What follows belongs to an exercise in optimizing a design on an open flow for small area, a short achievable clock period and few clock cycles per item; a production flow would make more cautious choices.
Where RTL was checked, it was by simulation tests only, not by an equivalence proof against the original.

// reciprocal_float
module reciprocal_float(
    input clk, rst,
    input start,
    input [31:0] x,
    output [31:0] out,
    output done, zero_flag
);
Size in the first run: about 490 cells after synthesis, about 69 I/O pins, ~0.0043 mm2 of cells after synthesis.
export LEC_CHECK = 0
export CAP_MARGIN = 20
export CORE_MARGIN = 2
export CORE_UTILIZATION = 40
export CTS_BUF_LIST = sky130_fd_sc_hd__clkbuf_4 sky130_fd_sc_hd__clkbuf_8
export SLEW_MARGIN = 20
export SYNTH_HIERARCHICAL = 1
export SYNTH_MINIMUM_KEEP_SIZE = 0
create_clock -name core_clock -period 11.0 [get_ports {clk}]
standard.sh (not shown) runs the stock make flow with config.mk's settings and CLKGATE_MAP_FILE= SYNTH_SCRIPT=/design/flow/synth_recipe.tcl, a recipe that flattens the netlist after the stock synthesis.
==> flow/flow/run.sh <==
#!/bin/bash
# The standard layout (standard.sh, unchanged synthesis), with repair_timing
# aiming below the clock period and smaller port buffers.
set -euo pipefail
bash standard.sh SETUP_SLACK_MARGIN=7.6 'BUFFER_PORTS_ARGS=-buffer_cell sky130_fd_sc_hd__buf_1' finish > standard_flow.log 2>&1
Testbench counts at the start, summed over its fixed seeds: cycles 40,000, items 1,600.
Change:
==> flow/flow/run.sh (replaced) <==
#!/bin/bash
# The standard layout (standard.sh, unchanged synthesis), with repair_timing
# aiming below the clock period and smaller port buffers.
set -euo pipefail
bash standard.sh SETUP_SLACK_MARGIN=7.8 'BUFFER_PORTS_ARGS=-buffer_cell sky130_fd_sc_hd__buf_1' finish > standard_flow.log 2>&1
Settings changed: CTS_BUF_LIST sky130_fd_sc_hd__clkbuf_4 sky130_fd_sc_hd__clkbuf_8 to unset.
The changed run passed the timing, DRC and antenna checks.
Clock-buffer cell count stays the same.
Hold slack stays flat.
Design area hardly moves.
Utilization barely changes.
Change:
==> flow/flow/run.sh (replaced) <==
#!/bin/bash
# The standard layout (standard.sh, unchanged synthesis), with repair_timing
# aiming below the clock period and smaller port buffers.
set -euo pipefail
bash standard.sh SETUP_SLACK_MARGIN=7.6 'BUFFER_PORTS_ARGS=-buffer_cell sky130_fd_sc_hd__buf_1' finish > standard_flow.log 2>&1
=> Synthesized area is unchanged. Fmax barely changes. Hold slack is about the same. Register-to-register slack loses 0.07 ns. Cell area is about the same.
Change:
==> flow/flow/run.sh (replaced) <==
#!/bin/bash
# The standard layout (standard.sh, unchanged synthesis), with repair_timing
# aiming below the clock period and smaller port buffers.
set -euo pipefail
bash standard.sh SETUP_SLACK_MARGIN=7.8 'BUFFER_PORTS_ARGS=-buffer_cell sky130_fd_sc_hd__buf_1' finish > standard_flow.log 2>&1
Settings changed: CORE_UTILIZATION 40 to 60.
The changed run finished with timing, DRC and antenna clean. Wire length is lower by 5.7%. Count of clock-buffer cells in the layout is higher by 1. Via count hardly moves.
Change:
Settings changed: CORE_UTILIZATION 60 to 40, CTS_CLUSTER_DIAMETER set to 100, CTS_CLUSTER_SIZE set to 50.
After rerunning: Cell count increases by 6.3%. Via count is about the same. Non-clock buffer count is unchanged. Synthesized area stays the same. Routed wire length rises by 6.0%. Sequential share of layout area drops by 0.23 points.

* * *

Another version of the RTL of reciprocal_float (not shown whole).
For scale: roughly 770 cells after synthesis, roughly 69 I/O pins, ~6400 µm² of cells after synthesis.
==> flow/design.v (excerpt) <==
module reciprocal_float(
    input clk, rst,
    input start,
    input [31:0] x,
    output [31:0] out,
    output done, zero_flag
);
Settings: LEC_CHECK=0, CAP_MARGIN=20, CORE_MARGIN=2, CORE_UTILIZATION=40, SLEW_MARGIN=20; clock period 11.0 ns.
==> flow/flow/run.sh <==
#!/bin/bash
# The standard layout (standard.sh, unchanged synthesis), with repair_timing
# aiming below the clock period and, where set, smaller port buffers.
set -euo pipefail
bash standard.sh SETUP_SLACK_MARGIN=7 'BUFFER_PORTS_ARGS=-buffer_cell sky130_fd_sc_hd__buf_1' finish > standard_flow.log 2>&1
Then changed:
==> flow/flow/run.sh (replaced) <==
#!/bin/bash
# The standard layout (standard.sh, unchanged synthesis), with repair_timing
# aiming below the clock period and, where set, smaller port buffers.
set -euo pipefail
bash standard.sh SETUP_SLACK_MARGIN=7 finish > standard_flow.log 2>&1
The changed run went through all stages and came out clean.
Global-route usage hardly moves.
Via count came out lower by 3.7%.
Count of clock-buffer cells in the layout stays the same.
Design area barely changes.
Synthesized cell count is unchanged.
Then changed:
==> flow/run.sh (new file) <==
#!/bin/bash
# synth_recipe.tcl (not shown) runs the flow's synth.tcl, then flattens the netlist and writes it again
# the make line also repeats each setting of config.mk as NAME=value (left out here)
make -C /OpenROAD-flow-scripts/flow DESIGN_CONFIG=/design/flow/config.mk WORK_HOME=/design/flow/orfs CLKGATE_MAP_FILE= SYNTH_SCRIPT=/design/flow/synth_recipe.tcl finish
--- a/flow/config.mk
+++ b/flow/config.mk
@@ -10,2 +10,3 @@
 export CORE_UTILIZATION = 40
+export SETUP_SLACK_MARGIN = 5
 export SLEW_MARGIN = 20
removed: flow/flow/run.sh
removed: flow/standard.sh
The new run produced a clean layout.
Design area came out lower by 11%.
Hold slack gains 0.0065 ns.
Routed wire length drops by 10%.
Worst setup slack loses 0.55 ns.
Synthesized cell count stays the same.
Count of clock-buffer cells in the layout went up by 2.
Global-route usage is lower by 1.7 points.
First-iteration DRC count shrinks by 15%.
Utilization falls by 6.0 points.
No run of this note included a check of the RTL's function; only the layout flow was run.

* * *

## the baseline
reciprocal_float, a different RTL version from the one above (not shown whole).
Size in the first run: ~69 flip-flops, ~69 I/O pins, about 6100 um^2 of cells after synthesis.
==> flow/config.mk <==
export PLATFORM = sky130hd
export DESIGN_NAME = reciprocal_float
export DESIGN_NICKNAME = reciprocal_float
export VERILOG_FILES = /design/flow/design.v
export SDC_FILE = /design/flow/constraint.sdc
export NUM_CORES = 4
export LEC_CHECK = 0
export CAP_MARGIN = 20
export CORE_MARGIN = 2
export CORE_UTILIZATION = 40
export SETUP_SLACK_MARGIN = 5
export SLEW_MARGIN = 20
==> flow/constraint.sdc <==
create_clock -name core_clock -period 11.0 [get_ports {clk}]
set_input_delay 2.2000 -clock core_clock [delete_from_list [all_inputs] [get_ports {clk}]]
set_output_delay 2.2000 -clock core_clock [all_outputs]
set_load 0.01 [all_outputs]
run.sh (not shown) runs the stock make flow with config.mk's settings and CLKGATE_MAP_FILE= SYNTH_SCRIPT=/design/flow/synth_recipe.tcl, a recipe that flattens the netlist after the stock synthesis.
Stock flow here: none of the scripts above is used.
--- input diff the baseline..the candidate ---
# the baseline
export LEC_CHECK = 0
export CAP_MARGIN = 20
export CORE_MARGIN = 2
export CORE_UTILIZATION = 40
export SETUP_SLACK_MARGIN = 5
export SLEW_MARGIN = 20
create_clock -name core_clock -period 11.0 [get_ports {clk}]
# the candidate
export LEC_CHECK = 0
export CAP_MARGIN = 20
export CORE_MARGIN = 2
export CORE_UTILIZATION = 40
export SLEW_MARGIN = 20
create_clock -name core_clock -period 11.0 [get_ports {clk}]
==> flow/flow/run.sh (new file) <==
#!/bin/bash
# The standard layout (standard.sh, unchanged synthesis), with repair_timing
# aiming below the clock period and, where set, smaller port buffers.
set -euo pipefail
bash standard.sh SETUP_SLACK_MARGIN=6.5 'BUFFER_PORTS_ARGS=-buffer_cell sky130_fd_sc_hd__buf_1' finish > standard_flow.log 2>&1
==> flow/standard.sh (new file) <==
#!/bin/bash
# synth_recipe.tcl (not shown) runs the flow's synth.tcl, then flattens the netlist and writes it again
# the make line also repeats each setting of config.mk as NAME=value (left out here)
make -C /OpenROAD-flow-scripts/flow DESIGN_CONFIG=/design/flow/config.mk WORK_HOME=/design/flow/orfs CLKGATE_MAP_FILE= SYNTH_SCRIPT=/design/flow/synth_recipe.tcl "${@:-finish}"
removed: flow/run.sh
--- outcome ---
- On wire length of the first global-routing pass, the baseline beats the candidate.
- On critical path depth: between the candidate and the baseline, it ends up higher for the baseline.
- Taking the baseline over the candidate, the routability congestion estimate from global placement ratio works out to 1.12.
- For clock-pin slew on the worst setup and hold paths, the candidate and the baseline come out practically identical.
- Time the worst path needs with I/O delays and setup on the candidate is ahead of the baseline.
- The baseline has lower overall routed net length than the candidate.
- [the candidate] layout-stage area growth over the synthesis result rose 3.7 points relative to the baseline
- In the reports for the candidate and the baseline, the larger met2 wire length belongs to the candidate.
Function was not checked in any run of this note: the RTL went through the layout flow alone.

* * *

reciprocal_float, a different RTL version from the one above (not shown whole).
For scale: ~390 cells after synthesis, about 64 flip-flops, about 69 I/O pins.
clock: 11.0 ns
lec_check: 0
cap_margin: 20
core_margin: 2
core_utilization: 40
cts_buf_list: sky130_fd_sc_hd__clkbuf_4
cts_cluster_diameter: 40
slew_margin: 20
standard.sh (not shown) runs the stock make flow with config.mk's settings and CLKGATE_MAP_FILE= SYNTH_SCRIPT=/design/flow/synth_recipe.tcl, a recipe that flattens the netlist after the stock synthesis.
==> flow/flow/run.sh <==
#!/bin/bash
# The standard layout (standard.sh, unchanged synthesis), with repair_timing
# aiming below the clock period and smaller port buffers.
set -euo pipefail
bash standard.sh SETUP_SLACK_MARGIN=7.8 'BUFFER_PORTS_ARGS=-buffer_cell sky130_fd_sc_hd__buf_1' finish > standard_flow.log 2>&1
Testbench counts at the start, summed over its fixed seeds: cycles 40,000, items 1,600.
Rerun with:
--- a/flow/config.mk
+++ b/flow/config.mk
@@ -9,5 +9,5 @@
 export CORE_MARGIN = 2
 export CORE_UTILIZATION = 40
-export CTS_BUF_LIST = sky130_fd_sc_hd__clkbuf_4
-export CTS_CLUSTER_DIAMETER = 40
 export SLEW_MARGIN = 20
+export SYNTH_HIERARCHICAL = 1
+export SYNTH_MINIMUM_KEEP_SIZE = 0
After rerunning: The new run passed the timing, DRC and antenna checks; worst setup slack gets better by 7.4 ps; register-to-register slack gets better by 100 ps; clock skew came out lower by 5.4 ps.
Rerun with:
--- a/flow/config.mk
+++ b/flow/config.mk
@@ -9,5 +9,4 @@
 export CORE_MARGIN = 2
 export CORE_UTILIZATION = 40
+export CTS_BUF_LIST = sky130_fd_sc_hd__clkbuf_2 sky130_fd_sc_hd__clkbuf_4
 export SLEW_MARGIN = 20
-export SYNTH_HIERARCHICAL = 1
-export SYNTH_MINIMUM_KEEP_SIZE = 0
Outcome:
- The changed run completed with no timing, DRC or antenna violations
- setup slack gets worse by 7.4 ps
- wire length falls by 2.6%
- final cell count falls by 5.6%
Rerun with:
--- a/flow/config.mk
+++ b/flow/config.mk
@@ -9,4 +9,5 @@
 export CORE_MARGIN = 2
 export CORE_UTILIZATION = 40
-export CTS_BUF_LIST = sky130_fd_sc_hd__clkbuf_2 sky130_fd_sc_hd__clkbuf_4
+export CTS_BUF_LIST = sky130_fd_sc_hd__clkbuf_4
+export CTS_CLUSTER_SIZE = 10
 export SLEW_MARGIN = 20
Die area is unchanged.
Sequential share of layout area is unchanged.
Cell count stays the same.
Hold slack stays the same.
Synthesized area does not change.
Core utilization does not change.
Routed wire length stays the same.
Rerun with:
--- a/flow/config.mk
+++ b/flow/config.mk
@@ -8,6 +8,4 @@
 export CAP_MARGIN = 20
 export CORE_MARGIN = 2
-export CORE_UTILIZATION = 40
-export CTS_BUF_LIST = sky130_fd_sc_hd__clkbuf_4
-export CTS_CLUSTER_SIZE = 10
+export CORE_UTILIZATION = 50
 export SLEW_MARGIN = 20
Non-clock buffer count is higher by 4.
Worst setup slack loses 27 ps.
Design area is higher by 3.7%.
Flip-flop and latch count stays the same.
Critical path depth is higher by 1.
Count of clock-buffer cells in the layout is lower by 2.
Via count is lower by about 0.4%.
Hold slack loses 17 ps.
Rerun with:
==> flow/flow/run.sh (replaced) <==
#!/bin/bash
# The standard layout (standard.sh, unchanged synthesis), with repair_timing
# aiming below the clock period and smaller port buffers.
set -euo pipefail
bash standard.sh SETUP_SLACK_MARGIN=7.95 'BUFFER_PORTS_ARGS=-buffer_cell sky130_fd_sc_hd__buf_1' finish > standard_flow.log 2>&1
--- a/flow/config.mk
+++ b/flow/config.mk
@@ -8,4 +8,4 @@
 export CAP_MARGIN = 20
 export CORE_MARGIN = 2
-export CORE_UTILIZATION = 50
+export CORE_UTILIZATION = 40
 export SLEW_MARGIN = 20
The changed run completed with no timing, DRC or antenna violations.
Clock skew hardly moves.
Sequential share of layout area fell by 0.75 points.
Global-route usage fell by 4.0 points.
Cell area rose by 4.0%.
Synthesized cell count stays the same.
Synthesized area is unchanged.
Wire length rose by 5.5%.
Setup slack improved by 27 ps.
Via count rose by 3.3%.

separate check: timing with driven ports:
No port has a modelled driver above. Below, the same layouts with a new extraction and two added sets of constraints. Step 1, drivers: a clkbuf_16 drives clk and a buf_2 each remaining input, both assumed. Step 2 times the ports against the registers' clock, not the clock port: input delays grow and output delays shrink by t, the midpoint of the rising clock arrivals with the driver on. a / b / c = ideal ports / drivers / drivers and shift; a / b = the first two.
| run | shift t [ns] | slack for setup (ns) | hold slack, ns | worst setup path after step 2 | latest minus earliest clock arrival (ns) |
|---|---|---|---|---|---|
| the first run of note 1 | 0.376 | 7.892 / 7.859 / 7.739 | 0.496 / 0.496 / 0.496 | input to register | 0.011 / 0.011 |
| the second run of note 1 | 0.376 | 7.892 / 7.859 / 7.739 | 0.496 / 0.496 / 0.496 | input to register | 0.011 / 0.011 |
| the third run of note 1 | 0.376 | 7.892 / 7.859 / 7.739 | 0.496 / 0.496 / 0.496 | input to register | 0.011 / 0.011 |
| the fourth run of note 1 | 0.375 | 7.895 / 7.863 / 7.777 | 0.488 / 0.488 / 0.488 | input to register | 0.010 / 0.010 |
| the fifth run of note 1 | 0.376 | 7.892 / 7.859 / 7.739 | 0.496 / 0.496 / 0.496 | input to register | 0.011 / 0.011 |
| the first run of note 2 | 0.395 | 6.257 / 6.257 / 6.257 | 0.494 / 0.494 / 0.494 | register to register | 0.010 / 0.010 |
| the second run of note 2 | 0.396 | 6.129 / 6.129 / 6.129 | 0.485 / 0.485 / 0.485 | register to register | 0.012 / 0.012 |
| the third run of note 2 | 0.383 | 5.578 / 5.578 / 5.578 | 0.491 / 0.491 / 0.491 | register to register | 0.005 / 0.005 |
| the baseline | 0.387 | 5.471 / 5.471 / 5.368 | 0.448 / 0.448 / 0.448 | input to register | 0.007 / 0.007 |
| the candidate | 0.386 | 6.207 / 6.207 / 5.986 | 0.449 / 0.449 / 0.449 | input to register | 0.008 / 0.008 |
| the first run of note 4 | 0.436 | 7.860 / 7.832 / 7.437 | 0.461 / 0.461 / 0.461 | input to register | 0.018 / 0.017 |
| the second run of note 4 | 0.377 | 7.868 / 7.835 / 7.572 | 0.449 / 0.449 / 0.449 | input to register | 0.012 / 0.013 |
| the third run of note 4 | 0.436 | 7.860 / 7.832 / 7.437 | 0.461 / 0.461 / 0.461 | input to register | 0.018 / 0.017 |
| the fourth run of note 4 | 0.436 | 7.860 / 7.832 / 7.437 | 0.461 / 0.461 / 0.461 | input to register | 0.018 / 0.017 |
| the fifth run of note 4 | 0.363 | 7.833 / 7.801 / 7.544 | 0.444 / 0.444 / 0.444 | input to register | 0.007 / 0.007 |
| the sixth run of note 4 | 0.370 | 7.860 / 7.830 / 7.580 | 0.462 / 0.462 / 0.462 | input to register | 0.006 / 0.006 |
After both steps every run listed still meets setup and hold.
